From an optimization exercise on the open Yosys and OpenROAD flow, aimed at small area, a short achievable clock period and few clock cycles; shortcuts taken in it are not production practice.
The RTL was checked by simulation tests, not by an equivalence proof against the original design.
Power and IR drop assume default switching activity.

== v22 ==
// axis_cpu
module axis_cpu (
    input wire clk,
    input wire rst,
    input wire [31:0] din_TDATA,
    input wire din_TVALID,
    output wire din_TREADY,
    input wire din_TLAST,
    output wire [31:0] dout_TDATA,
    output wire dout_TVALID,
    input wire dout_TREADY,
    output wire dout_TLAST,
    input wire [31:0] cmd_in_TDATA,
    input wire cmd_in_TVALID,
    output wire [31:0] cmd_out_TDATA,
    output wire cmd_out_TVALID
);
    assign cmd_out_TDATA = cmd_in_TDATA;
    assign cmd_out_TVALID = cmd_in_TVALID;
    reg [1:0] cmd_state;  
    reg [3:0] cmd_reg;
    always @(posedge clk) begin
        if (rst) begin
            cmd_state <= 2'd0;
        end else if (cmd_in_TVALID) begin
            if (cmd_state == 2'd0) begin
                cmd_state <= (cmd_in_TDATA[15:4] == 12'd0) ? 2'd1 : 2'd2;
                cmd_reg <= cmd_in_TDATA[3:0];
            end else begin
                cmd_state <= 2'd0;
            end
        end
    end
    wire strb = cmd_in_TVALID && (cmd_state == 2'd1);
    reg programming;
    reg [6:0] ip;
    reg [3:0] jp;
    reg [3:0] mp;
    wire prog_wr = strb && (cmd_reg == 4'd0);
    wire inst_wr = strb && programming && (cmd_reg == 4'd1);
    wire jmp_wr = strb && programming && (cmd_reg == 4'd2);
    wire imm_wr = strb && programming && (cmd_reg == 4'd3);
    always @(posedge clk) begin
        if (rst) programming <= 1'b0;
        else if (prog_wr) programming <= cmd_in_TDATA[0];
        if (prog_wr) begin
            ip <= 7'd0;
            jp <= 4'd0;
  ...
For scale: ~9000 cells after synthesis, ~2800 flip-flops, roughly 140 I/O pins, about 0.13 mm2 of cells after synthesis.
clock: 9.0 ns
lec_check: 0
abc_clock_period_in_ps: 3500
cap_margin: 30
core_margin: 2
core_utilization: 40
place_density: 0.6
setup_slack_margin: 5
slew_margin: 30
run.sh (not shown) runs the stock make flow with config.mk's settings and CLKGATE_MAP_FILE= SYNTH_SCRIPT=/design/flow/synth_recipe.tcl, a recipe that flattens the netlist after the stock synthesis.
The flow did not stop early for v22: all stages ran, and the layout cleared the timing, design-rule and antenna checks.
Testbench counts of v22, summed over its fixed seeds: cycles 26,635.
Input changes introduced in v27 (baseline for comparison: v22):
--- a/flow/design.v
+++ b/flow/design.v
@@ -193,17 +193,17 @@
     reg e_st;           
     reg e_stx;
     reg [3:0] e_stn;
     reg e_first;        
     reg [31:0] Bx;      
     reg o_valid;        
     reg i_ready;        
     reg o_last;
-    reg o_sel;          
+    reg [31:0] o_data;  
     reg [31:0] A;
     reg [31:0] X;
     reg last_f;
     reg [31:0] R [0:15];
     reg [15:0] rvalid;
     wire [2:0] cls = ei[7:5];
     wire is_lda = (cls == 3'b000);
     wire is_ldx = (cls == 3'b001);
@@ -445,17 +445,17 @@
             Bx <= b_n ^ {32{d_sub}};
         end else if (e_v && is_dm && (dst == 2'd1)) begin
             Bx <= ~dnorm;
         end else if (d_step) begin
             Bx <= {1'b1, Bx[31:1]};
         end
         if (e_adv) begin
             o_last <= d_mi[0] && d_out;
-            o_sel <= d_mi[5] && d_out;
+            o_data <= d_mi[5] ? x_n : a_n;
         end
         e_first <= e_adv;
         if (halt || sq_e) begin
             o_valid <= 1'b0;
             i_ready <= 1'b0;
         end else if (e_adv) begin
             o_valid <= d_v && d_out;
             i_ready <= d_v && d_in;
@@ -539,11 +539,11 @@
         case (dst)
             2'd0: dsh_r <= dsh;
             2'd1: dcnt <= dsh_r;
             default: dcnt <= dcnt - 5'd1;
         endcase
     end
     assign din_TREADY = i_ready && !halt;
     assign dout_TVALID = o_valid && !halt;
-    assign dout_TDATA = o_sel ? X : A;
+    assign dout_TDATA = o_data;
     assign dout_TLAST = o_last;
 endmodule
Findings:
- In terms of share of final layout cell area taken by clock buffers and inverters, v27 and v22 differ only marginally.
- Die width of v27 exceeds that of v22 slightly.
- Lower actual transition at the worst max-transition pin goes to v22 over v27.
- Looking at first-pass GRT wire length across both flows, v27 is the weaker of the two, with v22 ahead.
- v22 -> v27: fill cell instance count of the final layout increased slightly
- Relative to v22, synthesized cell count has gone up in v27.
- Multi-input gate area in the final layout: v27 > v22
- Total number of sequential cells sits higher in v27 than in v22.
- In the final design statistics, v27 uses more standard cells in total than v22.
- [diff] internal power component, v27 relative to v22: regression
- Between v27 and v22, the share of the synthesized area in compound gates (AO/OA/AOI/OAI) is higher for v27.
- Against v22, final total power in v27 rose by more than 10%.
- Going from v22 to v27, the average vias per placed instance was found to have gone up by about 1.2%.
Testbench counts of v27, summed over its fixed seeds: cycles 26,635.

separate check: timing with driven ports:
The flow's constraints put no driver on any port. The routed layouts listed below were extracted and timed again, unchanged, in two steps. Step 1 (the two cells are an assumption about what drives the block):
set clk [get_ports {clk}]
set_driving_cell -lib_cell sky130_fd_sc_hd__clkbuf_16 $clk
set_driving_cell -lib_cell sky130_fd_sc_hd__buf_2 [delete_from_list [all_inputs] $clk]
Step 2 also shifts input and output timing later by t, the mid clock arrival at the registers, as if the neighbouring blocks saw the same clock. Three values: ideal, step 1, step 2; two values: the first two.
| run | t, ns | setup WS [ns] | hold slack, ns | clock arrival spread, ns | pins driven straight from the clock port |
|---|---|---|---|---|---|
| v22 | 1.020 | 4.606 / 4.493 / 3.976 | 0.409 / 0.409 / 0.409 | 0.059 / 0.059 | 1 |
| v27 | 1.027 | 4.564 / 4.564 / 3.652 | 0.404 / 0.404 / 0.404 | 0.093 / 0.094 | 1 |
After both steps setup and hold are still met in every run listed. For v27, which loses most, drivers alone change the setup slack by 0.000 ns; drivers and shift together by -0.912 ns.
